Context: an optimization exercise on an open-source flow, tuned for small area and a short achievable clock period. The choices shown serve that exercise and are no tape-out recipe. RTL that was checked went through simulation tests only; none was proved equivalent to the original. Function not checked in runs 3 to 7: the RTL went through the layout flow alone. Power is estimated from default activity; no workload was simulated.

**flow/design.v**
```verilog
module gca_dlnv(
    input [31:0]    coord0,
    input [31:0]    coord1,
    input           ld,
    input           step,
    input           CLK,
    output          FC,
    output [20:0]   ADDR
);
    wire [10:0] xs = coord0[10:0];
    wire [9:0]  ys = coord0[20:11];
    wire [10:0] x1 = coord1[10:0];
    wire [9:0]  y1 = coord1[20:11];
    reg  [10:0] x;
    reg  [9:0]  y;
    reg         sx, sy;      
    reg  [10:0] dx;          
    reg  [9:0]  dy;          
    reg  [11:0] q;           
    reg         xmaj_n;      
    reg  [11:0] h;           
    reg         eqx, eqy;    
    wire xmaj = q[11];
    wire [11:0] tx = {1'b0, xs} + {1'b0, ~x1} + {11'd0, sx};
    wire [10:0] ty = {1'b0, ys} + {1'b0, ~y1} + {10'd0, sy};
    wire [11:0] qn  = {2'b0, dy} - {1'b0, dx};
    wire [11:0] h0x = {2'b0, dy} + ~{2'b0, dx[10:1]} + {11'd0, ~dx[0]};
    wire [11:0] h0y = {3'b0, dy[9:1]} + ~{1'b0, dx} + {11'd0, dy[0]};
    wire [11:0] h0  = qn[11] ? h0x : h0y;
    wire gox = xmaj | h[11];         
    wire goy = xmaj_n | ~h[11];      
    wire both = gox & goy;
    wire [11:0] sa = xmaj ? {2'b0, dy} : ~{1'b0, dx};
    wire [11:0] hs = h + (both ? q : sa) + {11'd0, ~both & xmaj_n};
    wire mx = step & gox;
    wire my = step & goy;
    wire [10:0] wx = x ^ {11{sx}};
    wire [9:0]  wy = y ^ {10{sy}};
    wire [10:0] fx;
    wire [9:0]  fy;
    assign fx[0] = 1'b1;
    assign fy[0] = 1'b1;
    genvar i;
    generate
        for (i = 1; i < 11; i = i + 1) begin : gfx
            assign fx[i] = &wx[i-1:0];
        end
        for (i = 1; i < 10; i = i + 1) begin : gfy
            assign fy[i] = &wy[i-1:0];
        end
    endgenerate
    wire [10:0] ex = x ^ x1;
    wire [9:0]  ey = y ^ y1;
    wire eqx_hold = ~|ex;
    wire eqy_hold = ~|ey;
    wire eqx_step = ex == fx;
    wire eqy_step = ey == fy;
    assign ADDR = {y, x};
    assign FC = ~ld & (xmaj ? eqx : eqy);
    always @(posedge CLK) begin
        x <= ld ? xs : x ^ ({11{mx}} & fx);
        y <= ld ? ys : y ^ ({10{my}} & fy);
        eqx <= (mx & ~ld) ? eqx_step : eqx_hold;
        eqy <= (my & ~ld) ? eqy_step : eqy_hold;
        sx <= tx[11];
        sy <= ty[10];
        dx <= tx[10:0] ^ {11{~sx}};
        dy <= ty[9:0] ^ {10{~sy}};
        q <= qn;
        xmaj_n <= ~qn[11];
        if (ld) begin
            h <= h0;
        end else if (step) begin
            h <= hs;
        end
    end
endmodule
```
**flow/flow/abc_speed.script**
```
&get -n
&st
&dch
&nf
&put
```
**flow/standard.sh**
```bash
#!/bin/bash
# synth_recipe.tcl (not shown) runs the flow's synth.tcl, then flattens the netlist and writes it again
# the make line also repeats each setting of config.mk as NAME=value (left out here)
make -C /OpenROAD-flow-scripts/flow DESIGN_CONFIG=/design/flow/config.mk WORK_HOME=/design/flow/orfs CLKGATE_MAP_FILE= SYNTH_SCRIPT=/design/flow/synth_recipe.tcl "${@:-finish}"
```
**flow/flow/run.sh**
```bash
#!/bin/bash
# Own layout flow: the standard ORFS flow (standard.sh) with
#  - ORFS's full/half-adder extraction turned off, so ABC maps the adders
#  - a shorter ABC mapping script (structural choices, then delay mapping)
#  - plain buffers on the ports instead of the delay cells ORFS picks
#  - a clock tree with larger sink clusters and no dummy loads
set -euo pipefail
here=$(pwd)
rm -rf "$here/scripts_mod"
cp -r "$FLOW_HOME/scripts" "$here/scripts_mod"
cp "$here/flow/abc_speed.script" "$here/scripts_mod/abc_speed.script"
export SCRIPTS_DIR="$here/scripts_mod"
export ADDER_MAP_FILE=
export BUFFER_PORTS_ARGS="-buffer_cell sky130_fd_sc_hd__buf_1"
export CTS_ARGS="-sink_clustering_enable -repair_clock_nets -dont_use_dummy_load -sink_clustering_size 16 -root_buf sky130_fd_sc_hd__clkbuf_8 -buf_list {sky130_fd_sc_hd__clkbuf_4}"
bash standard.sh > standard.log 2>&1
```
**flow/config.mk**
```make
export PLATFORM = sky130hd
export DESIGN_NAME = gca_dlnv
export DESIGN_NICKNAME = gca_dlnv
export VERILOG_FILES = /design/flow/design.v
export SDC_FILE = /design/flow/constraint.sdc
export NUM_CORES = 4
export LEC_CHECK = 0
export CAP_MARGIN = 20
export CORE_MARGIN = 2
export CORE_UTILIZATION = 40
export SETUP_SLACK_MARGIN = 2.2
export SLEW_MARGIN = 20
```
**flow/constraint.sdc**
```tcl
create_clock -name core_clock -period 5.0 [get_ports {CLK}]
set_input_delay 1.0000 -clock core_clock [delete_from_list [all_inputs] [get_ports {CLK}]]
set_output_delay 1.0000 -clock core_clock [all_outputs]
set_load 0.01 [all_outputs]
```
==> results by group, run 1 <==
Clocking
  • Number of clock sinks seen by CTS: 71
  • Clock buffer count from CTS: 9
  • Clock transition at the registers of the reported paths: 0.07 ns
  • Later-pin clock latency in the skew report: 0.35 ns
  • H-tree level count: 3
  • Clock root buffer master: sky130_fd_sc_hd__clkbuf_8
  • Number of hold buffers added after cts: 0
  • CTS tree: yes
  • Deepest clock path buffer count: 2

Floorplan
  • Placeable core region: 13900 sq um
  • Horizontal extent of the die: 124 microns
  • IO Count: 89
  • Overall die area: 15300 sq um
  • Number of placement rows: 43
  • Height of the die: 124 microns
  • Initial core utilization: 0.412

Logic synthesis
  • Fraction of registers with async set/reset: 0
  • Leading cell types by count after synthesis: sky130_fd_sc_hd__xnor2_1 (143), sky130_fd_sc_hd__xor2_1 (71), sky130_fd_sc_hd__nand2_1 (69)
  • Library cell with the highest instance count after synthesis: sky130_fd_sc_hd__xnor2_1
  • Largest area contributor in the synthesized netlist: sky130_fd_sc_hd__xnor2_1
  • Top cells by area, synth: sky130_fd_sc_hd__xnor2_1 (22%), sky130_fd_sc_hd__dfxtp_1 (21%), sky130_fd_sc_hd__xor2_1 (11%), sky130_fd_sc_hd__edfxtp_1 (6.3%), sky130_fd_sc_hd__o21ai_0 (5.8%)
  • Gate count after technology mapping: 713
  • Syn_area_per_cell: 8.04 sq um
  • Synthesized flop and latch total: 71
  • Number of enable flip-flop cells after synthesis: 12
  • Sequential element share of the synthesized area: 0.269
  • Synthesized netlist net count: 780
  • Synth warnings: 1
  • Cell area after synthesis: 5730 sq um
  • Netlist cell types: 42
  • Predominant post-synthesis flop cell: sky130_fd_sc_hd__dfxtp_1
  • Post-synth top area share: 0.218

Worst setup path
  • Startpoint-to-endpoint class of the critical path: register to register
  • CP Max Fanout: 5
  • Kind of start point of the critical path: register
  • Worst reg-to-reg path cell count: 10
  • Data arrival time at the worst-slack endpoint: 2.82 ns
  • Endpoint type of the worst setup path: register
  • Data required, critical path: 5.10 ns

Timing
  • Maximum clock frequency: 367 MHz
  • Relative slew slack: 0.360
  • Time the worst path needs with I/O delays and setup: 2.73 ns
  • Slew at the pin closest to its max-slew limit: 0.961 ns
  • Final setup skew: 0.0224 ns
  • RSZ-0062 raised after global routing: yes
  • TNS Setup: 0 ns
  • Crit share post-route: 0.545
  • Final setup violation count: 0
  • Endpoints failing hold: 0
  • Final max-slew violation count: 0

Cells and area
  • Post-route insts no fill: 990
  • Signed area change from the synthesized netlist to the final layout: 16.3%
  • Filler cell count in the final layout: 1376
  • Antenna diode instance count: 0
  • Layout cell share with drive strength beyond 1: 0.0741
  • Number of nets at the end of the flow: 879

Detailed routing
  • Count of antenna-violating nets left after detailed routing: 0
  • DR vias/cell: 5.08
  • Detailed-route wire length: 13.9 mm
  • First drt pass iteration count: 4
  • First-iteration detailed-routing DRC count: 263
  • Total number of vias: 5026
  • Average wire length per cell after detail routing: 14.0 microns
  • DRC violation count after routing: 0

Placement
  • Number of cells after detailed placement: 964
  • Count of buffers from port buffering: 66
  • Routability-driven placement congestion ratio: 0.884
  • Detailed placement HPWL: 10.6 mm

Global route
  • Initial antenna violation count: 0
  • Global-route wire length before repair: 23.6 mm
  • Global routing usage summed across all routing layers: 0.195
  • Total grt overflow: 0
  • Vias in the first global route: 4921
  • Maximum number of pins on one net before global-route repair: 41

Flow run
  • Max-cap violations: 0

Run status
  • Outcome: timing/DRC/antenna clean

Pwr
  • Peak supply drop: 0.209 mV
  • Leakage: 0.00233 uW
  • Power density of the placed cells: 654 nW/um^2

Worst hold path
  • Hold Path Stages: 1
  • Hold WC Path Type: register to register
-- routing by layer --
metal,GRT usage,vias to the layer above,wire (microns)
li1,-,2632,-
met1,0.256,2296,6620
met2,0.331,83,6630
met3,0.0229,15,436
met4,0.0710,0,208
met5,0,-,0
-- logic make-up (layout without fill, tap and decap cells) --
group	count (synthesis)	count (layout)	share of synthesized area
and+or+nand+nor	226	226	0.189
DFF	71	71	0.269
AOI/OAI and AO/OA	160	160	0.165
xor gates and xnor gates	215	215	0.331
muxes	3	4	0.00545
adders and majority gates	14	14	0.0244
buffers and inverters	24	120	0.0157
-- cell type report --
cell class                 count  area, sq um  area share
multi-input combinational    619         4260       0.638
sequential                    71         1550       0.232
timing repair buffer          87          424      0.0636
tap                          180          225      0.0338
clock buffer                   9          124      0.0186
inverter                      24         92.6      0.0139
-- path summary, 6_finish.rpt --
check             slack, ns    to  start
setup / recovery       2.27  h[8]  h[11]
hold / removal         0.56  q[0]  dy[0]
setup reg to reg       2.27  h[8]  h[11]
hold reg to reg        0.56  q[0]  dy[0]
-- cells in the final DEF, fill, tap and decap left out, types with 5 or more instances in the layout --
cell type                  netlist  layout
sky130_fd_sc_hd__xor2_1         71      71
sky130_fd_sc_hd__o22ai_1         5       5
sky130_fd_sc_hd__buf_4           0      19
sky130_fd_sc_hd__xnor2_1       143     142
sky130_fd_sc_hd__nor3_1          8       8
sky130_fd_sc_hd__nand3_1        13      13
sky130_fd_sc_hd__nand2_1        69      69
sky130_fd_sc_hd__a21o_1          6       6
sky130_fd_sc_hd__o211ai_1       13      13
sky130_fd_sc_hd__o21ai_0        66      63
sky130_fd_sc_hd__nand2b_1       33      33
sky130_fd_sc_hd__nor2_1         54      53
sky130_fd_sc_hd__clkinv_1       24      23
sky130_fd_sc_hd__maj3_1         14      12
sky130_fd_sc_hd__clkbuf_8        0       9
sky130_fd_sc_hd__nand4_1         6       6
sky130_fd_sc_hd__o31ai_1         6       5
sky130_fd_sc_hd__dfxtp_1        59      56
sky130_fd_sc_hd__nor2b_1        27      26
sky130_fd_sc_hd__a21oi_1        35      31
sky130_fd_sc_hd__edfxtp_1       12      12
sky130_fd_sc_hd__buf_1           0      64
-- flip-flops by register name, indices dropped and copies added (netlist names) --
signal	cells
sx	1
y	10
h	12
eqx	1
sy	1
eqy	1
dx	11
xmaj_n	1
x	11
dy	10
q	12
-- report_power, final --
part           internal (uW)  switching, uW  leakage [uW]
combinational           1330           1590       0.00164
clock                    160            191     0.0000647
sequential               830            263      0.000620
-- worst max-delay path: stages, from the launching register on --
cell	delay [ns]
sky130_fd_sc_hd__edfxtp_1	0.36
sky130_fd_sc_hd__buf_4	0.18
sky130_fd_sc_hd__buf_4	0.17
sky130_fd_sc_hd__mux2i_4	0.22
sky130_fd_sc_hd__a21oi_1	0.38
sky130_fd_sc_hd__xor2_1	0.30
sky130_fd_sc_hd__and2_0	0.24
sky130_fd_sc_hd__nand2_1	0.07
sky130_fd_sc_hd__o21ai_0	0.27
sky130_fd_sc_hd__xnor2_1	0.18
sky130_fd_sc_hd__o22ai_1	0.10
-- what timing repair did --
| action | in CTS | in global routing |
|---|---|---|
| buffers inserted | 8 | 8 |
| gates resized for setup | 19 | 19 |
| setup endpoints to repair | 17 | 15 |
| gates cloned | 1 | 0 |
| pin swaps | 2 | 5 |
-- through the flow --
step            util  instance area, sq um  total power [uW]  hold slack (ns)  worst slack [ns]
3_5_place_dp   0.449                  6260              3620            0.562              1.44
4_1_cts        0.469                  6540              4190            0.543              2.22
2_1_floorplan      -                  5750              3060            0.501              2.21
3_3_place_gp   0.449                  6260              3560            0.562              1.56
6_report       0.479                  6670              4360            0.560              2.27
5_1_grt        0.479                  6670              4760            0.579              2.08
==> run 2, diff against run 1 <==
--- a/flow/config.mk
+++ b/flow/config.mk
@@ -8,5 +8,5 @@
 export CAP_MARGIN = 20
 export CORE_MARGIN = 2
 export CORE_UTILIZATION = 40
-export SETUP_SLACK_MARGIN = 2.2
+export SETUP_SLACK_MARGIN = 2.4
 export SLEW_MARGIN = 20
==> run 2 against run 1 <==
  * Still clean
  * Global-route usage down 0.56 points
  * Register-to-register slack improved by 0.07 ns
  * Non-clock buffer count rose by 18
  * Via count rose by 1.7%
  * Synthesized cell count unchanged
  * Sequential power is essentially flat
  * Design area grew 4.7%
  * First-iteration DRC count fell by 14%
  * Die area is the same
  * Utilization increased by 2.3 points
  * Fmax rose by 2.4%
  * Critical endpoint is now h[11]
==> results by group, run 2 <==
Run status
  • Outcome: timing/DRC/antenna clean

Detailed routing
  • Detailed-route wire length: 14.5 mm
  • DR vias/cell: 5.06
  • DRC violation count after routing: 0
  • First drt pass iteration count: 4
  • Count of antenna-violating nets left after detailed routing: 0
  • Total number of vias: 5110
  • Average wire length per cell after detail routing: 14.4 microns
  • First-iteration detailed-routing DRC count: 227

Logic synthesis
  • Synthesized-area fraction occupied by ao, oa, aoi and oai cells: 0.165
  • Number of enable flip-flop cells after synthesis: 12
  • Top cells by area, synth: sky130_fd_sc_hd__xnor2_1 (22%), sky130_fd_sc_hd__dfxtp_1 (21%), sky130_fd_sc_hd__xor2_1 (11%), sky130_fd_sc_hd__edfxtp_1 (6.3%), sky130_fd_sc_hd__o21ai_0 (5.8%)
  • Multiplexer area fraction after synthesis: 0.00545
  • Syn_area_per_cell: 8.04 sq um
  • Combinational family with the most area after synthesis: XOR/XNOR gates
  • Library cell with the highest instance count after synthesis: sky130_fd_sc_hd__xnor2_1
  • Adder-cell share of the synthesized area: 0.0244
  • Synthesized netlist net count: 780
  • Synthesized flop and latch total: 71
  • Cell area after synthesis: 5730 sq um
  • Netlist cell types: 42
  • Leading cell types by count after synthesis: sky130_fd_sc_hd__xnor2_1 (143), sky130_fd_sc_hd__xor2_1 (71), sky130_fd_sc_hd__nand2_1 (69)
  • Largest area contributor in the synthesized netlist: sky130_fd_sc_hd__xnor2_1
  • Synth warnings: 1
  • Post-synth top area share: 0.218
  • Post-synthesis xor/xnor area fraction: 0.331
  • Sequential element share of the synthesized area: 0.269
  • Predominant post-synthesis flop cell: sky130_fd_sc_hd__dfxtp_1
  • Gate count after technology mapping: 713
  • Fraction of registers with async set/reset: 0
  • Simple-gate portion of the synthesized area: 0.189

Clocking
  • Clock buffer count from CTS: 9
  • CTS tree: yes
  • Clock root buffer master: sky130_fd_sc_hd__clkbuf_8
  • Number of hold buffers added after cts: 0
  • Later-pin clock latency in the skew report: 0.36 ns
  • Number of clock sinks seen by CTS: 71
  • Deepest clock path buffer count: 2
  • H-tree level count: 3
  • Clock transition at the registers of the reported paths: 0.07 ns

Worst setup path
  • Kind of start point of the critical path: register
  • Data arrival time at the worst-slack endpoint: 2.75 ns
  • Startpoint-to-endpoint class of the critical path: register to register
  • Combined buffer and inverter count along the critical path: 2
  • CP Max Fanout: 8
  • Slowest CP cell: sky130_fd_sc_hd__edfxtp_1
  • Largest stage delay on the critical path: 0.40 ns
  • Data required, critical path: 5.09 ns
  • Largest delay contributor family on the critical path: compound AO/OA/AOI/OAI gates
  • Ordered cell list for the critical path: buf_6, mux2i_4, buf_12, o211ai_1, o21ai_1, xnor2_2, a31oi_4, o311ai_4, a21oi_2, xor2_1, o21ai_0
  • Endpoint type of the worst setup path: register

Floorplan
  • IO Count: 89
  • Number of placement rows: 43
  • Horizontal extent of the die: 124 microns
  • Overall die area: 15300 sq um
  • Placeable core region: 13900 sq um
  • Initial core utilization: 0.412
  • Height of the die: 124 microns

Placement
  • Placement-stage worst setup slack: 1.65 ns
  • Detailed placement HPWL: 10.7 mm
  • Routability-driven placement congestion ratio: 0.858
  • Count of buffers from port buffering: 66

Cells and area
  • Commonest cells after routing, fill and taps aside: sky130_fd_sc_hd__xnor2_1 (140), sky130_fd_sc_hd__nand2_1 (69), sky130_fd_sc_hd__xor2_1 (67)
  • Leading cell type in the layout, fill and taps excluded: sky130_fd_sc_hd__xnor2_1
  • Signed area change from the synthesized netlist to the final layout: 21.8%
  • Layout cell share with drive strength beyond 1: 0.127
  • Antenna diode instance count: 0
  • Number of nets at the end of the flow: 898
  • Registers with the highest flip-flop counts: h x12, q x12

Timing
  • Time the worst path needs with I/O delays and setup: 2.66 ns
  • Crit share post-route: 0.532
  • Worst hold margin: 0.508 ns
  • Endpoints failing hold: 0
  • RSZ-0062 raised after global routing: yes
  • Final max-slew violation count: 0
  • Final setup violation count: 0
  • Post-layout worst setup margin: 2.34 ns
  • Maximum clock frequency: 376 MHz
  • TNS Setup: 0 ns
  • Final setup skew: 0.0236 ns
  • Slew at the pin closest to its max-slew limit: 0.958 ns
  • Relative slew slack: 0.362

Global route
  • Maximum number of pins on one net before global-route repair: 42
  • Initial antenna violation count: 0
  • Global routing usage summed across all routing layers: 0.190
  • Global-route wire length before repair: 23.1 mm
  • Vias in the first global route: 4972
  • Total grt overflow: 0

Pwr
  • Leakage: 0.00248 uW
  • Power density of the placed cells: 657 nW/um^2
  • Peak supply drop: 0.212 mV

Worst hold path
  • Hold WC Path Type: register to register

Flow run
  • Max-cap violations: 0
run 2: cell counts after synthesis:
Identical to the previous run, type by type.
run 2: metrics by stage:
stage | utilization | instances | area [sq um] | power (uW)
floorplan | - | 713 | 5790 | 3070
global placement | 0.451 | 962 | 6280 | 3570
detailed placement | 0.451 | 962 | 6280 | 3620
CTS | 0.481 | 988 | 6710 | 4390
global route | 0.501 | 1009 | 6990 | 4950
finish | 0.501 | 1009 | 6990 | 4590
run 2: repair_timing:
action                                  4_1_cts  5_1_grt
pin swaps                                    18       27
buffers inserted                             16       20
gates cloned                                  1        1
endpoints found under the setup margin       24       23
resized for setup                            39       35
run 2: kinds of logic after synthesis:
kind of cell | count (synthesis)
AND/OR/NAND/NOR | 226
XOR/XNOR | 215
AO/OA/AOI/OAI | 160
flip-flops | 71
buffers and inverters | 24
adder cells (fa/ha/maj) | 14
multiplexers | 3
run 2: per-layer routing:
layer / vias up / routed length, microns / track usage / share of wire
met2: 73 / 7110 / 0.336 / 0.49
met5: - / 0 / 0 / 0
met4: 0 / 169 / 0.0476 / 0.012
li1: 2667 / - / - / -
met1: 2352 / 6800 / 0.241 / 0.47
met3: 18 / 417 / 0.0288 / 0.029
run 2: power by group:
part           internal, uW  switching, uW  leakage [uW]
combinational          1460           1670       0.00179
sequential              832            275      0.000621
clock                   160            198     0.0000647
run 2: worst paths after layout:
kind | endpoint | cells past startpoint | slack (ns) | startpoint
worst min-delay path | q[0] | 1 | 0.51 | dx[0]
worst max-delay path | h[11] | 11 | 2.34 | h[11]
worst min register to register | q[0] | 1 | 0.51 | dx[0]
worst max register to register | h[11] | 11 | 2.34 | h[11]
run 2: final cells by class:
type,instances,area [sq um]
sequential,71,1560
clock buffer,9,124
multi-input combinational,620,4390
tap,180,225
inverter,24,108
timing repair buffer,105,576
fill,1344,6950
==> run 3, diff against run 2 <==
--- a/flow/design.v
+++ b/flow/design.v
@@ -17,10 +17,10 @@
     reg  [10:0] dx;          
     reg  [9:0]  dy;          
     reg  [11:0] q;           
-    reg         xmaj_n;      
     reg  [11:0] h;           
     reg         eqx, eqy;    
     wire xmaj = q[11];
+    wire xmaj_n = ~q[11];
     wire [11:0] tx = {1'b0, xs} + {1'b0, ~x1} + {11'd0, sx};
     wire [10:0] ty = {1'b0, ys} + {1'b0, ~y1} + {10'd0, sy};
     wire [11:0] qn  = {2'b0, dy} - {1'b0, dx};
@@ -67,7 +67,6 @@
         dx <= tx[10:0] ^ {11{~sx}};
         dy <= ty[9:0] ^ {10{~sy}};
         q <= qn;
-        xmaj_n <= ~qn[11];
         if (ld) begin
             h <= h0;
         end else if (step) begin
--- a/flow/config.mk
+++ b/flow/config.mk
@@ -8,5 +8,5 @@
 export CAP_MARGIN = 20
 export CORE_MARGIN = 2
 export CORE_UTILIZATION = 40
-export SETUP_SLACK_MARGIN = 2.4
+export SETUP_SLACK_MARGIN = 2.3
 export SLEW_MARGIN = 20
==> run 3 against run 2 <==
  * Clock power is essentially flat
  * Critical path depth is the same
  * Largest power group unchanged
  * Highest routed layer unchanged
  * Final cell count shrank 2.7%
  * Still clean on timing, DRC and antenna
  * Combinational power grew 13%
  * Critical endpoint is now h[8]
  * Worst hold slack gained 0.034 ns
==> results by group, run 3 <==
Logic synthesis
  • Library cell with the highest instance count after synthesis: sky130_fd_sc_hd__xnor2_1
  • Gate count after technology mapping: 690
  • Synthesized netlist net count: 757
  • Netlist cell types: 48
  • Post-synth top area share: 0.212
  • Sequential element share of the synthesized area: 0.267
  • Leading cell types by count after synthesis: sky130_fd_sc_hd__xnor2_1 (138), sky130_fd_sc_hd__xor2_1 (75), sky130_fd_sc_hd__nand2_1 (71)
  • Cell area after synthesis: 5690 sq um
  • Predominant post-synthesis flop cell: sky130_fd_sc_hd__dfxtp_1
  • Largest area contributor in the synthesized netlist: sky130_fd_sc_hd__xnor2_1
  • Synth warnings: 1
  • Syn_area_per_cell: 8.25 sq um
  • Top cells by area, synth: sky130_fd_sc_hd__xnor2_1 (21%), sky130_fd_sc_hd__dfxtp_1 (20%), sky130_fd_sc_hd__xor2_1 (12%), sky130_fd_sc_hd__edfxtp_1 (6.3%), sky130_fd_sc_hd__o21ai_0 (5.3%)
  • Number of enable flip-flop cells after synthesis: 12
  • Fraction of registers with async set/reset: 0
  • Synthesized flop and latch total: 70

Pwr
  • Power density of the placed cells: 715 nW/um^2
  • Peak supply drop: 0.283 mV
  • Leakage: 0.00242 uW
  • Portion of total power attributed to sequential cells: 0.221
  • Internal cell power: 2710 uW
  • Total power consumption of the routed design: 5020 uW
  • Clk pwr share: 0.071
  • Net Sw Frac: 0.459
  • Combinational share of power: 0.707
  • Total net switching power: 2300 uW

Cells and area
  • Layout cell share with drive strength beyond 1: 0.136
  • Commonest cells after routing, fill and taps aside: sky130_fd_sc_hd__xnor2_1 (128), sky130_fd_sc_hd__xor2_1 (71), sky130_fd_sc_hd__nand2_1 (70)
  • Registers with the highest flip-flop counts: h x12, q x12
  • Fraction of the core area covered by cells at the end of the flow: 0.505
  • Number of nets at the end of the flow: 871
  • Antenna diode instance count: 0
  • Leading cell type in the layout, fill and taps excluded: sky130_fd_sc_hd__xnor2_1
  • Signed area change from the synthesized netlist to the final layout: 23.2%

Detailed routing
  • Average wire length per cell after detail routing: 14.6 microns
  • DR vias/cell: 5.12
  • First drt pass iteration count: 6
  • First-iteration detailed-routing DRC count: 249
  • DRC violation count after routing: 0
  • Detailed-route wire length: 14.3 mm
  • Count of antenna-violating nets left after detailed routing: 0
  • Total number of vias: 5029

Clocking
  • Clock root buffer master: sky130_fd_sc_hd__clkbuf_8
  • CTS tree: yes
  • H-tree level count: 3
  • Clock transition at the registers of the reported paths: 0.07 ns
  • Clock buffer count from CTS: 9
  • Number of clock sinks seen by CTS: 70
  • Later-pin clock latency in the skew report: 0.36 ns
  • Deepest clock path buffer count: 2

Timing
  • Final setup skew: 0.0138 ns
  • Time the worst path needs with I/O delays and setup: 2.61 ns
  • Slew at the pin closest to its max-slew limit: 0.901 ns
  • Relative slew slack: 0.399
  • Maximum clock frequency: 383 MHz
  • RSZ-0062 raised after global routing: yes
  • Final setup violation count: 0
  • Post-layout worst setup margin: 2.39 ns
  • Crit share post-route: 0.523
  • Endpoints failing hold: 0
  • TNS Setup: 0 ns
  • Final max-slew violation count: 0

Flow run
  • Max-cap violations: 0

Floorplan
  • Horizontal extent of the die: 123 microns
  • Placeable core region: 13900 sq um
  • Number of placement rows: 43
  • Overall die area: 15200 sq um
  • Height of the die: 123 microns
  • Initial core utilization: 0.410
  • IO Count: 89

Worst setup path
  • Data required, critical path: 5.09 ns
  • Ordered cell list for the critical path: buf_6, buf_6, or3b_4, o211ai_1, xor2_2, buf_4, o21bai_4, a21o_1, a31oi_4, xnor2_2, o22ai_1
  • Largest delay contributor family on the critical path: compound AO/OA/AOI/OAI gates
  • CP Max Fanout: 7
  • Slowest CP cell: sky130_fd_sc_hd__edfxtp_1
  • Combined buffer and inverter count along the critical path: 3
  • Kind of start point of the critical path: register
  • Largest stage delay on the critical path: 0.38 ns
  • Endpoint type of the worst setup path: register
  • Startpoint-to-endpoint class of the critical path: register to register
  • Cell repeated most along the worst path: sky130_fd_sc_hd__buf_6
  • Data arrival time at the worst-slack endpoint: 2.70 ns

Run status
  • Outcome: timing/DRC/antenna clean

Placement
  • Count of buffers from port buffering: 66
  • Routability-driven placement congestion ratio: 0.894
  • Detailed placement HPWL: 10.6 mm
  • Placement-stage worst setup slack: 1.73 ns

Worst hold path
  • Hold WC Path Type: register to register

Global route
  • Total grt overflow: 0
  • Maximum number of pins on one net before global-route repair: 39
  • Vias in the first global route: 4817
  • Initial antenna violation count: 0
  • Global routing usage summed across all routing layers: 0.191
  • Global-route wire length before repair: 22.7 mm
==> run 3: changes by cell type after synthesis, sizes merged, moves of 6 or more <==
| cell | delta |
|---|---|
| nor2 | -12 |
| nor2b | -9 |
| o221a | +6 |
| o21ai | -6 |
| nand2b | -11 |
| a21oi | -13 |
==> run 3: worst register-to-register path: cells and delay by family, from the launching register on <==
| kind | cells | cell delay [ns] |
|---|---|---|
| buf+inv | 3 | 0.47 |
| flops | 1 | 0.38 |
| xor+xnor | 2 | 0.38 |
| simple gates | 1 | 0.37 |
| compound gates | 5 | 0.76 |
==> run 3: power groups by stage <==
| stage | combinational, uW | sequential (uW) | clock [uW] |
|---|---|---|---|
| 6_report | 3550 | 1110 | 357 |
| 3_5_place_dp | 2560 | 1110 | 0 |
| 5_1_grt | 3860 | 1140 | 394 |
| 4_1_cts | 2820 | 1080 | 375 |
| 2_1_floorplan | 2060 | 1040 | 0 |
| 3_3_place_gp | 2510 | 1090 | 0 |
==> run 3: metrics by stage <==
stage               std cells  instance area (sq um)  hold WS (ns)
CTS                       962                   6560         0.555
detailed placement        939                   6250         0.518
global route              982                   7010         0.563
finish                    982                   7010         0.542
global placement          939                   6250         0.511
floorplan                 690                   5750         0.487
==> run 3: path summary, 6_finish.rpt <==
kind | cells past startpoint | startpoint | slack (ns) | to
max | 11 | h[11] | 2.39 | h[8]
min | 1 | dx[0] | 0.54 | q[0]
min reg2reg | 1 | dx[0] | 0.54 | q[0]
max reg2reg | 11 | h[11] | 2.39 | h[8]
==> run 3: area by class of cell <==
cell class / instances / area (sq um)
clock buffer: 9 / 124
fill: 1329 / 6870
timing repair buffer: 102 / 533
inverter: 27 / 105
timing repair inverter: 1 / 7.51
multi-input combinational: 593 / 4470
sequential: 70 / 1550
tap: 180 / 225
==> run 3: layer usage <==
layer / track usage / share of wire
met1: 0.241 / 0.46
met2: 0.335 / 0.49
met3: 0.0166 / 0.026
met4: 0.0732 / 0.018
met5: 0 / 0
==> run 3: cells by family (layout without fill, tap and decap cells) <==
kind of cell / Yosys count / after routing / share of synthesized area
simple gates: 212 / 212 / 0.185
compound gates: 147 / 147 / 0.163
buf+inv: 27 / 139 / 0.0178
xor+xnor: 214 / 214 / 0.332
mux: 2 / 2 / 0.00352
flops: 70 / 70 / 0.267
fa+ha+maj: 18 / 18 / 0.0317
==> run 3: what timing repair did <==
action | 4_1_cts | 5_1_grt
setup buffers | 14 | 19
endpoints found under the hold margin | 0 | 0
gates resized for setup | 19 | 61
hold buffers | 0 | 0
cloned | 0 | 1
setup endpoints to repair | 16 | 15
pin swaps | 9 | 21
==> run 4, diff against run 3 <==
--- a/flow/config.mk
+++ b/flow/config.mk
@@ -8,5 +8,5 @@
 export CAP_MARGIN = 20
 export CORE_MARGIN = 2
 export CORE_UTILIZATION = 40
-export SETUP_SLACK_MARGIN = 2.3
+export SETUP_SLACK_MARGIN = 2.2
 export SLEW_MARGIN = 20
==> run 4 against run 3 <==
  * Sequential power is 4% lower
  * Still clean on timing, DRC and antenna
  * Clock power is 1% higher
  * Wire length is 2.1% lower
  * Via count is 0.50% higher
  * Synthesized cell count stayed put
  * Worst hold slack worse by 0.0078 ns
  * Area after synthesis stayed put
  * Clock-buffer cell count stayed put
==> results by group, run 4 <==
Logic synthesis
  • Cell area after synthesis: 5690 sq um
  • Number of enable flip-flop cells after synthesis: 12
  • Synthesized flop and latch total: 70
  • Post-synth top area share: 0.212
  • Leading cell types by count after synthesis: sky130_fd_sc_hd__xnor2_1 (138), sky130_fd_sc_hd__xor2_1 (75), sky130_fd_sc_hd__nand2_1 (71)
  • Largest area contributor in the synthesized netlist: sky130_fd_sc_hd__xnor2_1
  • Netlist cell types: 48
  • Gate count after technology mapping: 690
  • Top cells by area, synth: sky130_fd_sc_hd__xnor2_1 (21%), sky130_fd_sc_hd__dfxtp_1 (20%), sky130_fd_sc_hd__xor2_1 (12%), sky130_fd_sc_hd__edfxtp_1 (6.3%), sky130_fd_sc_hd__o21ai_0 (5.3%)
  • Synthesized netlist net count: 757
  • Library cell with the highest instance count after synthesis: sky130_fd_sc_hd__xnor2_1
  • Predominant post-synthesis flop cell: sky130_fd_sc_hd__dfxtp_1
  • Syn_area_per_cell: 8.25 sq um
  • Fraction of registers with async set/reset: 0
  • Synth warnings: 1
  • Sequential element share of the synthesized area: 0.267

Worst setup path
  • CP Max Fanout: 14
  • Ordered cell list for the critical path: buf_4, xnor2_1, nor3_2, nand2_2, nor3_4, xnor2_1, or4_1, or4_1, o21ai_0
  • Worst reg-to-reg path cell count: 9
  • Endpoint type of the worst setup path: register
  • Data required, critical path: 5.28 ns
  • Startpoint-to-endpoint class of the critical path: register to register
  • Data arrival time at the worst-slack endpoint: 3.06 ns
  • Kind of start point of the critical path: register
  • Largest stage delay on the critical path: 0.54 ns
  • Slowest CP cell: sky130_fd_sc_hd__or4_1

Floorplan
  • Number of placement rows: 43
  • Overall die area: 15200 sq um
  • IO Count: 89
  • Horizontal extent of the die: 123 microns
  • Placeable core region: 13900 sq um
  • Height of the die: 123 microns
  • Initial core utilization: 0.410

Timing
  • Endpoints failing hold: 0
  • Relative slew slack: 0.423
  • RSZ-0062 raised after global routing: yes
  • Final setup violation count: 0
  • Final setup skew: 0.0119 ns
  • Slew at the pin closest to its max-slew limit: 0.865 ns
  • Crit share post-route: 0.557
  • TNS Setup: 0 ns
  • Final max-slew violation count: 0
  • Maximum clock frequency: 359 MHz
  • Time the worst path needs with I/O delays and setup: 2.78 ns

Clocking
  • Number of hold buffers added after cts: 0
  • Deepest clock path buffer count: 2
  • H-tree level count: 3
  • Clock buffer count from CTS: 9
  • CTS tree: yes
  • Clock root buffer master: sky130_fd_sc_hd__clkbuf_8
  • Number of clock sinks seen by CTS: 70
  • Clock transition at the registers of the reported paths: 0.07 ns
  • Later-pin clock latency in the skew report: 0.36 ns

Global route
  • Global routing usage summed across all routing layers: 0.193
  • Total grt overflow: 0
  • Vias in the first global route: 4873
  • Maximum number of pins on one net before global-route repair: 49
  • Initial antenna violation count: 0
  • Global-route wire length before repair: 23.1 mm

Placement
  • Routability-driven placement congestion ratio: 0.900
  • DP Area: 6230 sq um
  • Count of buffers from port buffering: 66
  • Detailed placement HPWL: 10.5 mm

Cells and area
  • Antenna diode instance count: 0
  • Commonest cells after routing, fill and taps aside: sky130_fd_sc_hd__xnor2_1 (131), sky130_fd_sc_hd__xor2_1 (74), sky130_fd_sc_hd__nand2_1 (70)
  • Fraction of the core area covered by cells at the end of the flow: 0.492
  • Layout cell share with drive strength beyond 1: 0.107
  • Leading cell type in the layout, fill and taps excluded: sky130_fd_sc_hd__xnor2_1
  • Post-route design area: 6820 sq um
  • Signed area change from the synthesized netlist to the final layout: 19.9%
  • Number of nets at the end of the flow: 870
  • Registers with the highest flip-flop counts: h x12, q x12

Detailed routing
  • First drt pass iteration count: 4
  • DR vias/cell: 5.15
  • DRC violation count after routing: 0
  • Total number of vias: 5054
  • First-iteration detailed-routing DRC count: 220
  • Detailed-route wire length: 14.0 mm
  • Count of antenna-violating nets left after detailed routing: 0
  • Average wire length per cell after detail routing: 14.3 microns

Worst hold path
  • Hold WC Path Type: register to register
  • Hold Path Stages: 1

Pwr
  • Peak supply drop: 0.234 mV
  • Power density of the placed cells: 681 nW/um^2
  • Leakage: 0.00237 uW

Run status
  • Outcome: timing/DRC/antenna clean

Flow run
  • Max-cap violations: 0
run 4: cell counts after synthesis:
Identical to the previous run, type by type.
run 4: per-stage QoR:
stage / std cells / worst slack (ns) / hold slack [ns] / power, uW
after floorplan: 690 / 2.16 / 0.487 / 3090
after global placement: 940 / 1.70 / 0.512 / 3580
after detailed placement: 940 / 1.66 / 0.516 / 3660
after CTS: 957 / 1.99 / 0.533 / 4240
after global routing: 981 / 2.10 / 0.573 / 5050
final: 981 / 2.22 / 0.535 / 4650
run 4: final cells by class:
| cell class | count | area [sq um] |
|---|---|---|
| repair buffers | 102 | 552 |
| inverters | 27 | 105 |
| flip-flops and latches | 70 | 1540 |
| clock buffers | 9 | 124 |
| fillers | 1388 | 7060 |
| well taps | 180 | 225 |
| multi-input cells | 593 | 4280 |
run 4: critical path: cells and delay by family, from the launching register on:
family | cells | cell delay, ns
simple gates | 5 | 1.72
flops | 1 | 0.41
xor+xnor | 2 | 0.22
compound gates | 1 | 0.19
buf+inv | 1 | 0.16
run 4: report_power, final:
group,switching [uW],internal (uW)
sequential,248,826
clock,200,161
combinational,1690,1530
total,2140,2510
run 4: routing by layer:
metal  vias to the layer above  share of wire  track usage  wire length [microns]
li1                       2611              -            -                      -
met1                      2339           0.46        0.245                   6430
met2                        87           0.50        0.334                   6980
met3                        17          0.028       0.0175                    388
met4                         0          0.017       0.0795                    245
met5                         -              0            0                      0
run 4: repair_timing:
action,in CTS,in global routing
resized for setup,18,37
setup buffers,8,24
setup endpoints to repair,15,16
cloned,0,0
pin swaps,3,17
run 4: worst paths after layout:
kind / from / endpoint / slack (ns)
setup / recovery: sy / eqy / 2.22
hold / removal: dx[10] / q[10] / 0.53
setup reg to reg: sy / eqy / 2.22
hold reg to reg: dx[10] / q[10] / 0.53
run 4: cell families (layout without fill, tap and decap cells):
| logic type | after synthesis | after routing | synth area share |
|---|---|---|---|
| adder cells (fa/ha/maj) | 18 | 18 | 0.0317 |
| XOR/XNOR | 214 | 214 | 0.332 |
| buffers and inverters | 27 | 138 | 0.0178 |
| AO/OA/AOI/OAI | 147 | 147 | 0.163 |
| AND/OR/NAND/NOR | 212 | 212 | 0.185 |
| flip-flops | 70 | 70 | 0.267 |
| multiplexers | 2 | 2 | 0.00352 |
==> run 5, diff against run 4 <==
--- a/flow/design.v
+++ b/flow/design.v
@@ -17,10 +17,10 @@
     reg  [10:0] dx;          
     reg  [9:0]  dy;          
     reg  [11:0] q;           
+    reg         xmaj_n;      
     reg  [11:0] h;           
     reg         eqx, eqy;    
     wire xmaj = q[11];
-    wire xmaj_n = ~q[11];
     wire [11:0] tx = {1'b0, xs} + {1'b0, ~x1} + {11'd0, sx};
     wire [10:0] ty = {1'b0, ys} + {1'b0, ~y1} + {10'd0, sy};
     wire [11:0] qn  = {2'b0, dy} - {1'b0, dx};
@@ -31,7 +31,8 @@
     wire goy = xmaj_n | ~h[11];      
     wire both = gox & goy;
     wire [11:0] sa = xmaj ? {2'b0, dy} : ~{1'b0, dx};
-    wire [11:0] hs = h + (both ? q : sa) + {11'd0, ~both & xmaj_n};
+    wire [11:0] hm = both ? q : sa;
+    wire [11:0] hs = h + (hm & {12{step}}) + {11'd0, step & ~both & xmaj_n};
     wire mx = step & gox;
     wire my = step & goy;
     wire [10:0] wx = x ^ {11{sx}};
@@ -60,17 +61,14 @@
     always @(posedge CLK) begin
         x <= ld ? xs : x ^ ({11{mx}} & fx);
         y <= ld ? ys : y ^ ({10{my}} & fy);
-        eqx <= (mx & ~ld) ? eqx_step : eqx_hold;
-        eqy <= (my & ~ld) ? eqy_step : eqy_hold;
+        eqx <= (step & ~ld) ? eqx_step : eqx_hold;
+        eqy <= (step & ~ld) ? eqy_step : eqy_hold;
         sx <= tx[11];
         sy <= ty[10];
         dx <= tx[10:0] ^ {11{~sx}};
         dy <= ty[9:0] ^ {10{~sy}};
         q <= qn;
-        if (ld) begin
-            h <= h0;
-        end else if (step) begin
-            h <= hs;
-        end
+        xmaj_n <= ~qn[11];
+        h <= ld ? h0 : hs;
     end
 endmodule
--- a/flow/config.mk
+++ b/flow/config.mk
@@ -8,5 +8,5 @@
 export CAP_MARGIN = 20
 export CORE_MARGIN = 2
 export CORE_UTILIZATION = 40
-export SETUP_SLACK_MARGIN = 2.2
+export SETUP_SLACK_MARGIN = 2.3
 export SLEW_MARGIN = 20
==> run 5 against run 4 <==
  * Still clean on timing, DRC and antenna
  * Total power shrank 13%
  * Clock skew grew 0.0061 ns
  * Clock power shrank 2%
  * Utilization grew 1.2 points
  * Global-route usage grew 0.63 points
==> results by group, run 5 <==
Worst setup path
  • Startpoint-to-endpoint class of the critical path: input port to output port
  • CP Max Fanout: 28
  • Data required, critical path: 4.00 ns
  • Slowest CP cell: sky130_fd_sc_hd__clkbuf_4
  • Ordered cell list for the critical path: clkbuf_4, nor2_1, buf_1
  • Worst flop-to-flop path endpoint: h[10]
  • Capture point of the critical path: FC
  • CP startpoint: ld
  • Largest stage delay on the critical path: 0.28 ns
  • Endpoint type of the worst setup path: output port
  • Combined buffer and inverter count along the critical path: 2
  • Kind of start point of the critical path: input port
  • Startpoint of the worst-slack reg-to-reg timing path: h[11]
  • Worst reg-to-reg path cell count: 10
  • Number of cells on the critical path: 3
  • Setup slack of the most critical reg-to-reg path: 2.37 ns
  • Data arrival time at the worst-slack endpoint: 1.67 ns
  • Largest delay contributor family on the critical path: buffers and inverters

Timing
  • TNS Setup: 0 ns
  • RSZ-0062 raised after global routing: yes
  • Maximum clock frequency: 374 MHz
  • Time the worst path needs with I/O delays and setup: 2.67 ns
  • Crit share post-route: 0.534
  • Slew at the pin closest to its max-slew limit: 0.450 ns
  • Final max-slew violation count: 0
  • Endpoints failing hold: 0
  • Post-layout worst setup margin: 2.33 ns
  • Final setup skew: 0.0180 ns
  • Final setup violation count: 0
  • Relative slew slack: 0.697

Pwr
  • Peak supply drop: 0.180 mV
  • Total power consumption of the routed design: 4030 uW
  • Leakage: 0.00240 uW
  • Power density of the placed cells: 581 nW/um^2

Detailed routing
  • Count of antenna-violating nets left after detailed routing: 0
  • DRC violation count after routing: 0
  • First-iteration detailed-routing DRC count: 245
  • Total number of vias: 5255
  • Detailed-route wire length: 14.6 mm
  • DR vias/cell: 5.22
  • Average wire length per cell after detail routing: 14.5 microns
  • First drt pass iteration count: 4

Cells and area
  • Registers with the highest flip-flop counts: h x12, q x12
  • Filler cell count in the final layout: 1364
  • Signed area change from the synthesized netlist to the final layout: 23.8%
  • Number of nets at the end of the flow: 895
  • Commonest cells after routing, fill and taps aside: sky130_fd_sc_hd__xnor2_1 (132), sky130_fd_sc_hd__xor2_1 (70), sky130_fd_sc_hd__nand2_1 (67)
  • Antenna diode instance count: 0
  • Leading cell type in the layout, fill and taps excluded: sky130_fd_sc_hd__xnor2_1
  • Post-route insts no fill: 1006
  • Layout cell share with drive strength beyond 1: 0.145

Clocking
  • CTS tree: yes
  • Clock transition at the registers of the reported paths: 0.06 ns
  • Deepest clock path buffer count: 2
  • Number of hold buffers added after cts: 0
  • H-tree level count: 3
  • Number of clock sinks seen by CTS: 71
  • Clock buffer count from CTS: 9
  • Later-pin clock latency in the skew report: 0.34 ns
  • Clock root buffer master: sky130_fd_sc_hd__clkbuf_8

Logic synthesis
  • Combinational family with the most area after synthesis: XOR/XNOR gates
  • Adder-cell share of the synthesized area: 0.0250
  • Netlist cell types: 43
  • Synthesized-area fraction occupied by ao, oa, aoi and oai cells: 0.177
  • Post-synth top area share: 0.254
  • Simple-gate portion of the synthesized area: 0.198
  • Fraction of registers with async set/reset: 0
  • Sequential element share of the synthesized area: 0.254
  • Syn_area_per_cell: 7.89 sq um
  • Gate count after technology mapping: 710
  • Cell area after synthesis: 5600 sq um
  • Synthesized flop and latch total: 71
  • Multiplexer area fraction after synthesis: 0.00357
  • Top cells by area, synth: sky130_fd_sc_hd__dfxtp_1 (25%), sky130_fd_sc_hd__xnor2_1 (21%), sky130_fd_sc_hd__xor2_1 (12%), sky130_fd_sc_hd__o21ai_0 (6.5%), sky130_fd_sc_hd__nand2_1 (4.6%)
  • Leading cell types by count after synthesis: sky130_fd_sc_hd__xnor2_1 (135), sky130_fd_sc_hd__xor2_1 (75), sky130_fd_sc_hd__o21ai_0 (73)
  • Library cell with the highest instance count after synthesis: sky130_fd_sc_hd__xnor2_1
  • Number of enable flip-flop cells after synthesis: 0
  • Synthesized netlist net count: 777
  • Predominant post-synthesis flop cell: sky130_fd_sc_hd__dfxtp_1
  • Post-synthesis xor/xnor area fraction: 0.328
  • Synth warnings: 1
  • Largest area contributor in the synthesized netlist: sky130_fd_sc_hd__dfxtp_1

Placement
  • Number of cells after detailed placement: 959
  • Routability-driven placement congestion ratio: 0.910
  • Count of buffers from port buffering: 66
  • Placement-stage worst setup slack: 1.51 ns
  • Detailed placement HPWL: 10.6 mm

Global route
  • Initial antenna violation count: 0
  • Global routing usage summed across all routing layers: 0.199
  • Global-route wire length before repair: 23.9 mm
  • Total grt overflow: 0
  • Maximum number of pins on one net before global-route repair: 41
  • Vias in the first global route: 5154

Floorplan
  • Placeable core region: 13800 sq um
  • Number of placement rows: 43
  • IO Count: 89
  • Horizontal extent of the die: 122 microns
  • Initial core utilization: 0.407
  • Height of the die: 122 microns
  • Overall die area: 15000 sq um

Worst hold path
  • Hold WC Path Type: register to register

Flow run
  • Max-cap violations: 0

Run status
  • Outcome: timing/DRC/antenna clean
-- run 5: changes by cell type after synthesis, sizes merged, moves of 8 or more --
cell	previous run	this run
nand2b	22	30
dfxtp	58	71
nor2	42	52
o21ai	60	73
edfxtp	12	0
o211ai	9	17
-- run 5: worst min-delay path by stage --
stage               cells after the start    to  start
floorplan                               1  q[0]  dy[0]
global placement                        1  q[0]  dy[0]
detailed placement                      1  q[0]  dy[0]
finish                                  1  q[0]  dy[0]
CTS                                     1  q[0]  dy[0]
global route                            1  q[0]  dx[0]
-- run 5: logic make-up (layout without fill, tap and decap cells) --
group,Yosys count,count (layout)
buf+inv,21,135
mux,2,4
simple gates,228,228
flops,71,71
xor+xnor,210,210
compound gates,164,164
fa+ha+maj,14,14
-- run 5: layout make-up --
cell class | count | area, sq um | share of cell area
multi-input combinational | 620 | 4440 | 0.640
tap | 180 | 225 | 0.0325
inverter | 21 | 86.3 | 0.0125
clock buffer | 9 | 124 | 0.0179
timing repair buffer | 105 | 593 | 0.0855
sequential | 71 | 1470 | 0.212
-- run 5: per-layer routing --
layer	up-vias	share of wire	track usage
met5	-	0	0
met4	0	0.012	0.0754
met3	12	0.038	0.0242
met2	88	0.50	0.349
met1	2470	0.45	0.248
li1	2685	-	-
-- run 5: repair_timing --
action / CTS / global route
gates resized for setup: 35 / 56
pin swaps: 7 / 19
cloned: 2 / 1
setup endpoints to repair: 24 / 19
setup buffers: 17 / 18
-- run 5: worst reg2reg max path: stages, from the launching register on --
cell and delay [ns]:
sky130_fd_sc_hd__dfxtp_4 0.37, sky130_fd_sc_hd__mux2i_4 0.22, sky130_fd_sc_hd__buf_4 0.15, sky130_fd_sc_hd__or2_0 0.21, sky130_fd_sc_hd__and4_1 0.21, sky130_fd_sc_hd__or2_4 0.26
sky130_fd_sc_hd__or4_4 0.56, sky130_fd_sc_hd__o221ai_4 0.21, sky130_fd_sc_hd__a21oi_2 0.09, sky130_fd_sc_hd__xnor2_1 0.14, sky130_fd_sc_hd__o21ai_0 0.09
-- run 5: per-stage QoR --
stage | hold slack, ns | util | instance area (sq um)
after detailed placement | 0.545 | 0.449 | 6180
final | 0.558 | 0.503 | 6930
after CTS | 0.559 | 0.479 | 6600
after global routing | 0.604 | 0.503 | 6930
after global placement | 0.544 | 0.449 | 6180
after floorplan | 0.506 | - | 5690
-- run 5: report_power, final --
group | internal, uW | leakage, uW | switching [uW]
clock network | 161 | 0.0000647 | 191
logic | 1220 | 0.00173 | 1400
registers | 787 | 0.000602 | 267
total | 2160 | 0.00240 | 1860
==> run 6, diff against run 5 <==
--- a/flow/config.mk
+++ b/flow/config.mk
@@ -8,5 +8,5 @@
 export CAP_MARGIN = 20
 export CORE_MARGIN = 2
 export CORE_UTILIZATION = 40
-export SETUP_SLACK_MARGIN = 2.3
+export SETUP_SLACK_MARGIN = 2.2
 export SLEW_MARGIN = 20
==> run 6 against run 5 <==
  * Still clean on timing, DRC and antenna
  * Critical path depth grew 1
  * Via count shrank 0.76%
  * Clock-buffer cell count is the same
  * Clock skew grew 0.0068 ns
  * Flip-flop and latch count is the same
  * Worst setup slack lost 0.088 ns
  * Final cell count shrank 1.8%
  * Critical endpoint unchanged
  * Highest routed layer unchanged
==> results by group, run 6 <==
Cells and area
  • Registers with the highest flip-flop counts: h x12, q x12
  • Filler cell count in the final layout: 1386
  • Layout cell share with drive strength beyond 1: 0.101
  • Number of nets at the end of the flow: 877
  • Signed area change from the synthesized netlist to the final layout: 19.1%
  • Leading cell type in the layout, fill and taps excluded: sky130_fd_sc_hd__xnor2_1
  • Commonest cells after routing, fill and taps aside: sky130_fd_sc_hd__xnor2_1 (133), sky130_fd_sc_hd__xor2_1 (72), sky130_fd_sc_hd__nand2_1 (68)
  • Post-route design area: 6670 sq um
  • Antenna diode instance count: 0
  • Fraction of the core area covered by cells at the end of the flow: 0.484

Detailed routing
  • Count of antenna-violating nets left after detailed routing: 0
  • First drt pass iteration count: 4
  • Total number of vias: 5215
  • Average wire length per cell after detail routing: 14.4 microns
  • DRC violation count after routing: 0
  • Detailed-route wire length: 14.3 mm
  • First-iteration detailed-routing DRC count: 271
  • DR vias/cell: 5.28

Timing
  • Crit share post-route: 0.552
  • Time the worst path needs with I/O delays and setup: 2.76 ns
  • Post-layout worst setup margin: 2.24 ns
  • Relative slew slack: 0.663
  • Maximum clock frequency: 362 MHz
  • Final setup violation count: 0
  • Endpoints failing hold: 0
  • Final max-slew violation count: 0
  • TNS Setup: 0 ns
  • RSZ-0062 raised after global routing: yes
  • Final setup skew: 0.0248 ns
  • Slew at the pin closest to its max-slew limit: 0.503 ns

Logic synthesis
  • Netlist cell types: 43
  • Synth warnings: 1
  • Syn_area_per_cell: 7.89 sq um
  • Adder-cell share of the synthesized area: 0.0250
  • Fraction of registers with async set/reset: 0
  • Post-synthesis xor/xnor area fraction: 0.328
  • Synthesized-area fraction occupied by ao, oa, aoi and oai cells: 0.177
  • Leading cell types by count after synthesis: sky130_fd_sc_hd__xnor2_1 (135), sky130_fd_sc_hd__xor2_1 (75), sky130_fd_sc_hd__o21ai_0 (73)
  • Gate count after technology mapping: 710
  • Sequential element share of the synthesized area: 0.254
  • Largest area contributor in the synthesized netlist: sky130_fd_sc_hd__dfxtp_1
  • Cell area after synthesis: 5600 sq um
  • Predominant post-synthesis flop cell: sky130_fd_sc_hd__dfxtp_1
  • Library cell with the highest instance count after synthesis: sky130_fd_sc_hd__xnor2_1
  • Simple-gate portion of the synthesized area: 0.198
  • Number of enable flip-flop cells after synthesis: 0
  • Combinational family with the most area after synthesis: XOR/XNOR gates
  • Synthesized netlist net count: 777
  • Post-synth top area share: 0.254
  • Synthesized flop and latch total: 71
  • Multiplexer area fraction after synthesis: 0.00357
  • Top cells by area, synth: sky130_fd_sc_hd__dfxtp_1 (25%), sky130_fd_sc_hd__xnor2_1 (21%), sky130_fd_sc_hd__xor2_1 (12%), sky130_fd_sc_hd__o21ai_0 (6.5%), sky130_fd_sc_hd__nand2_1 (4.6%)

Worst hold path
  • Hold WC Path Type: register to register

Worst setup path
  • Capture point of the critical path: FC
  • CP startpoint: ld
  • Data required, critical path: 4.00 ns
  • Startpoint-to-endpoint class of the critical path: input port to output port
  • Worst flop-to-flop path endpoint: h[10]
  • Worst reg-to-reg path cell count: 10
  • Setup slack of the most critical reg-to-reg path: 2.27 ns
  • CP Max Fanout: 55
  • Startpoint of the worst-slack reg-to-reg timing path: h[11]
  • Kind of start point of the critical path: input port
  • Endpoint type of the worst setup path: output port
  • Data arrival time at the worst-slack endpoint: 1.76 ns

Clocking
  • H-tree level count: 3
  • Clock transition at the registers of the reported paths: 0.07 ns
  • Number of clock sinks seen by CTS: 71
  • Later-pin clock latency in the skew report: 0.36 ns
  • Number of hold buffers added after cts: 0
  • Clock buffer count from CTS: 9
  • Deepest clock path buffer count: 2
  • Clock root buffer master: sky130_fd_sc_hd__clkbuf_8
  • CTS tree: yes

Floorplan
  • Number of placement rows: 43
  • Horizontal extent of the die: 122 microns
  • Height of the die: 122 microns
  • Placeable core region: 13800 sq um
  • Initial core utilization: 0.407
  • Overall die area: 15000 sq um
  • IO Count: 89

Placement
  • DP Area: 6150 sq um
  • Placement-stage worst setup slack: 1.24 ns
  • Routability-driven placement congestion ratio: 0.912
  • Count of buffers from port buffering: 66
  • Detailed placement HPWL: 10.5 mm

Global route
  • Initial antenna violation count: 0
  • Vias in the first global route: 5128
  • Total grt overflow: 0
  • Global-route wire length before repair: 23.8 mm
  • Maximum number of pins on one net before global-route repair: 56
  • Global routing usage summed across all routing layers: 0.198

Pwr
  • Peak supply drop: 0.175 mV
  • Power density of the placed cells: 575 nW/um^2
  • Total power consumption of the routed design: 3830 uW
  • Leakage: 0.00227 uW

Flow run
  • Max-cap violations: 0

Run status
  • Outcome: timing/DRC/antenna clean
[run 6: cell counts after synthesis]
No cell type changed its count.
[run 6: per-stage QoR]
stage               std cells  hold slack, ns
floorplan                 710           0.506
global placement          959           0.541
detailed placement        959           0.551
CTS                       979           0.568
global route              988           0.620
finish                    988           0.566
[run 6: worst min path at each step]
stage,slack [ns],startpoint,depth (start not counted),to
3_3_place_gp,0.54,dy[0],1,q[0]
6_report,0.57,dy[0],1,q[0]
2_1_floorplan,0.51,dy[0],1,q[0]
3_5_place_dp,0.55,dy[0],1,q[0]
5_1_grt,0.62,dy[0],1,q[0]
4_1_cts,0.57,dy[0],1,q[0]
[run 6: area by class of cell]
cell class | count | area [sq um] | area share
Clock buffer | 9 | 124 | 0.0186
Inverter | 21 | 83.8 | 0.0126
Multi-Input combinational cell | 620 | 4340 | 0.651
Sequential cell | 71 | 1460 | 0.219
Tap cell | 180 | 225 | 0.0338
Timing Repair Buffer | 87 | 433 | 0.0649
[run 6: power by group]
part / switching [uW] / internal, uW / total (uW)
clock: 201 / 161 / 362
sequential: 281 / 786 / 1070
combinational: 1310 / 1100 / 2410
[run 6: kinds of logic (layout without fill, tap and decap cells)]
family	count (synthesis)	in the layout
AOI/OAI and AO/OA	164	164
DFF	71	71
muxes	2	4
adders and majority gates	14	14
xor gates and xnor gates	210	210
buffers and inverters	21	117
and+or+nand+nor	228	228
[run 6: repair_timing]
item | 4_1_cts | 5_1_grt
pin swaps | 0 | 9
cloned | 2 | 0
gates resized for setup | 31 | 39
setup buffers | 9 | 9
endpoints found under the setup margin | 17 | 18
[run 6: metal layers]
layer	GRT usage	share of wire	vias up
li1	-	-	2653
met1	0.248	0.45	2446
met2	0.346	0.50	101
met3	0.0344	0.033	15
met4	0.0611	0.013	0
met5	0	0	-
[run 6: critical path, stage by stage]
cell and delay (ns):
sky130_fd_sc_hd__clkbuf_2 0.20, sky130_fd_sc_hd__buf_12 0.25, sky130_fd_sc_hd__nor2_1 0.12, sky130_fd_sc_hd__buf_1 0.17
==> run 7, diff against run 6 <==
--- a/flow/config.mk
+++ b/flow/config.mk
@@ -8,5 +8,5 @@
 export CAP_MARGIN = 20
 export CORE_MARGIN = 2
 export CORE_UTILIZATION = 40
-export SETUP_SLACK_MARGIN = 2.2
+export SETUP_SLACK_MARGIN = 2.4
 export SLEW_MARGIN = 20
==> run 7 against run 6 <==
  * Synthesized cell count unchanged
  * Global-route usage up 1.6 points
  * Largest power group unchanged
  * Fmax up 7.1%
  * First-iteration DRC count down 20%
  * Clock power down 2%
  * Flip-flop and latch count unchanged
  * Combinational power up 15%
  * Register-to-register slack better by 0.16 ns
  * Critical path type is now input port to register
  * Wire length up 7.8%
  * Highest routed layer unchanged
  * Sequential share of layout area down 1.7 points
  * Final cell count up 3.5%
  * Worst hold slack worse by 0.040 ns
==> results by group, run 7 <==
Run status
  • Outcome: timing/DRC/antenna clean

Logic synthesis
  • Predominant post-synthesis flop cell: sky130_fd_sc_hd__dfxtp_1
  • Multiplexer area fraction after synthesis: 0.00357
  • Synthesized-area fraction occupied by ao, oa, aoi and oai cells: 0.177
  • Synth warnings: 1
  • Synthesized flop and latch total: 71
  • Syn_area_per_cell: 7.89 sq um
  • Fraction of registers with async set/reset: 0
  • Simple-gate portion of the synthesized area: 0.198
  • Leading cell types by count after synthesis: sky130_fd_sc_hd__xnor2_1 (135), sky130_fd_sc_hd__xor2_1 (75), sky130_fd_sc_hd__o21ai_0 (73)
  • Top cells by area, synth: sky130_fd_sc_hd__dfxtp_1 (25%), sky130_fd_sc_hd__xnor2_1 (21%), sky130_fd_sc_hd__xor2_1 (12%), sky130_fd_sc_hd__o21ai_0 (6.5%), sky130_fd_sc_hd__nand2_1 (4.6%)
  • Gate count after technology mapping: 710
  • Largest area contributor in the synthesized netlist: sky130_fd_sc_hd__dfxtp_1
  • Post-synth top area share: 0.254
  • Netlist cell types: 43
  • Cell area after synthesis: 5600 sq um
  • Post-synthesis xor/xnor area fraction: 0.328
  • Sequential element share of the synthesized area: 0.254
  • Synthesized netlist net count: 777
  • Combinational family with the most area after synthesis: XOR/XNOR gates
  • Number of enable flip-flop cells after synthesis: 0
  • Library cell with the highest instance count after synthesis: sky130_fd_sc_hd__xnor2_1
  • Adder-cell share of the synthesized area: 0.0250

Global route
  • Global-route wire length before repair: 25.4 mm
  • Initial antenna violation count: 0
  • Maximum number of pins on one net before global-route repair: 34
  • Vias in the first global route: 5303
  • Total grt overflow: 0
  • Global routing usage summed across all routing layers: 0.214

Timing
  • Final setup violation count: 0
  • Relative slew slack: 0.665
  • Crit share post-route: 0.515
  • Slew at the pin closest to its max-slew limit: 0.499 ns
  • Final setup skew: 0.0217 ns
  • Worst hold margin: 0.526 ns
  • Final max-slew violation count: 0
  • Maximum clock frequency: 388 MHz
  • Endpoints failing hold: 0
  • TNS Setup: 0 ns
  • Time the worst path needs with I/O delays and setup: 2.58 ns
  • RSZ-0062 raised after global routing: yes
  • Post-layout worst setup margin: 2.42 ns

Placement
  • Detailed placement HPWL: 10.4 mm
  • Count of buffers from port buffering: 66
  • Routability-driven placement congestion ratio: 0.855
  • Placement-stage worst setup slack: 1.56 ns

Cells and area
  • Layout cell share with drive strength beyond 1: 0.184
  • Antenna diode instance count: 0
  • Fraction of the core area covered by cells at the end of the flow: 0.528
  • Commonest cells after routing, fill and taps aside: sky130_fd_sc_hd__xnor2_1 (131), sky130_fd_sc_hd__xor2_1 (68), sky130_fd_sc_hd__nand2_1 (66)
  • Leading cell type in the layout, fill and taps excluded: sky130_fd_sc_hd__xnor2_1
  • Number of nets at the end of the flow: 912
  • Signed area change from the synthesized netlist to the final layout: 29.9%
  • Registers with the highest flip-flop counts: h x12, q x12

Worst setup path
  • Endpoint type of the worst setup path: register
  • Kind of start point of the critical path: input port
  • CP Max Fanout: 7
  • Setup slack of the most critical reg-to-reg path: 2.43 ns
  • Data arrival time at the worst-slack endpoint: 2.83 ns
  • Data required, critical path: 5.25 ns
  • Startpoint-to-endpoint class of the critical path: input port to register

Detailed routing
  • Met1 WL: 6.82 mm
  • DRC violation count after routing: 0
  • Detailed-route wire length: 15.4 mm
  • DR vias/cell: 5.27
  • Count of antenna-violating nets left after detailed routing: 0
  • First drt pass iteration count: 4
  • Average wire length per cell after detail routing: 15.0 microns
  • Total number of vias: 5392
  • Met2 wire length: 7.56 mm
  • First-iteration detailed-routing DRC count: 216
  • Top Layer Used: met4
  • Routed wl met3: 673 microns

Worst hold path
  • Hold WC Path Type: register to register

Floorplan
  • Placeable core region: 13800 sq um
  • Overall die area: 15000 sq um
  • Height of the die: 122 microns
  • IO Count: 89
  • Number of placement rows: 43
  • Initial core utilization: 0.407
  • Horizontal extent of the die: 122 microns

Clocking
  • Later-pin clock latency in the skew report: 0.37 ns
  • Deepest clock path buffer count: 2
  • H-tree level count: 3
  • CTS tree: yes
  • Clock root buffer master: sky130_fd_sc_hd__clkbuf_8
  • Number of clock sinks seen by CTS: 71
  • Clock buffer count from CTS: 9
  • Clock transition at the registers of the reported paths: 0.07 ns

Pwr
  • Power density of the placed cells: 574 nW/um^2
  • Leakage: 0.00256 uW
  • Total power consumption of the routed design: 4170 uW
  • Peak supply drop: 0.182 mV

Flow run
  • Max-cap violations: 0
==> run 7: cell counts after synthesis <==
Identical to the previous run, type by type.
==> run 7: cells by family after synthesis <==
kind of cell	after synthesis
and+or+nand+nor	228
AOI/OAI and AO/OA	164
DFF	71
adders and majority gates	14
buffers and inverters	21
muxes	2
xor gates and xnor gates	210
==> run 7: report_power, final <==
part	switching, uW	total, uW	internal, uW
Combinational	1480	2770	1300
Sequential	258	1050	788
Clock	193	354	160
Total	1930	4170	2250
==> run 7: worst max-delay path, cell delays in order <==
cell and delay (ns):
sky130_fd_sc_hd__buf_4 0.14, sky130_fd_sc_hd__buf_12 0.13, sky130_fd_sc_hd__and4_4 0.18, sky130_fd_sc_hd__or2_4 0.27, sky130_fd_sc_hd__or4_4 0.55, sky130_fd_sc_hd__o221ai_4 0.20, sky130_fd_sc_hd__a21oi_2 0.09, sky130_fd_sc_hd__xnor2_1 0.17
sky130_fd_sc_hd__o21ai_1 0.08
==> run 7: worst paths after layout <==
check | depth (start not counted) | start | end
min | 1 | dy[0] | q[0]
min reg2reg | 1 | dy[0] | q[0]
max reg2reg | 10 | h[11] | h[10]
max | 9 | step | h[10]
==> run 7: routing by layer <==
layer  vias to the layer above  global-route usage
li1                       2722                   -
met1                      2531               0.267
met2                       113               0.374
met3                        26              0.0237
met4                         0              0.0905
met5                         -                   0
==> run 7: per-stage QoR <==
stage / std cells / instance area (sq um)
global placement: 959 / 6230
global route: 1023 / 7280
floorplan: 710 / 5730
detailed placement: 959 / 6230
finish: 1023 / 7280
CTS: 1003 / 6950
==> run 7: area by class of cell <==
type,count,area (sq um)
Timing Repair Buffer,122,830
Multi-Input combinational cell,620,4540
Tap cell,180,225
Sequential cell,71,1470
Fill cell,1333,6500
Inverter,21,86.3
Clock buffer,9,124
==> run 7: what timing repair did <==
item	in CTS	in global routing
endpoints found under the setup margin	22	21
pin swaps	10	27
hold buffers	0	0
gates cloned	5	1
setup buffers	30	19
resized for setup	54	59

[separate check: timing with driven ports]
Ports are ideal in the flow. The routed layouts listed here were re-timed in OpenROAD. Step 1 (the two cells are an assumption about what drives the block):
set clk [get_ports {CLK}]
set_driving_cell -lib_cell sky130_fd_sc_hd__clkbuf_16 $clk
set_driving_cell -lib_cell sky130_fd_sc_hd__buf_2 [delete_from_list [all_inputs] $clk]
Step 2 also shifts input and output timing later by t, the mid clock arrival at the registers, as if the neighbouring blocks saw the same clock. Three values: no drivers, after step 1, after step 2; two values: the first two.
run | shift t [ns] | setup slack, ns | latest minus earliest clock arrival (ns)
run 1 | 0.376 | 2.273 / 2.265 / 2.007 | 0.022 / 0.023
run 2 | 0.378 | 2.339 / 2.339 / 2.022 | 0.024 / 0.024
run 3 | 0.383 | 2.387 / 2.364 / 2.019 | 0.015 / 0.014
run 4 | 0.384 | 2.215 / 2.215 / 1.950 | 0.013 / 0.012
run 5 | 0.371 | 2.329 / 2.308 / 2.015 | 0.018 / 0.018
run 6 | 0.383 | 2.241 / 2.220 / 1.876 | 0.025 / 0.025
run 7 | 0.392 | 2.423 / 2.429 / 2.040 | 0.021 / 0.022
After both steps every run listed still meets setup and hold. For run 7, which loses most, drivers alone change the setup slack by +0.006 ns; drivers and shift together by -0.383 ns.
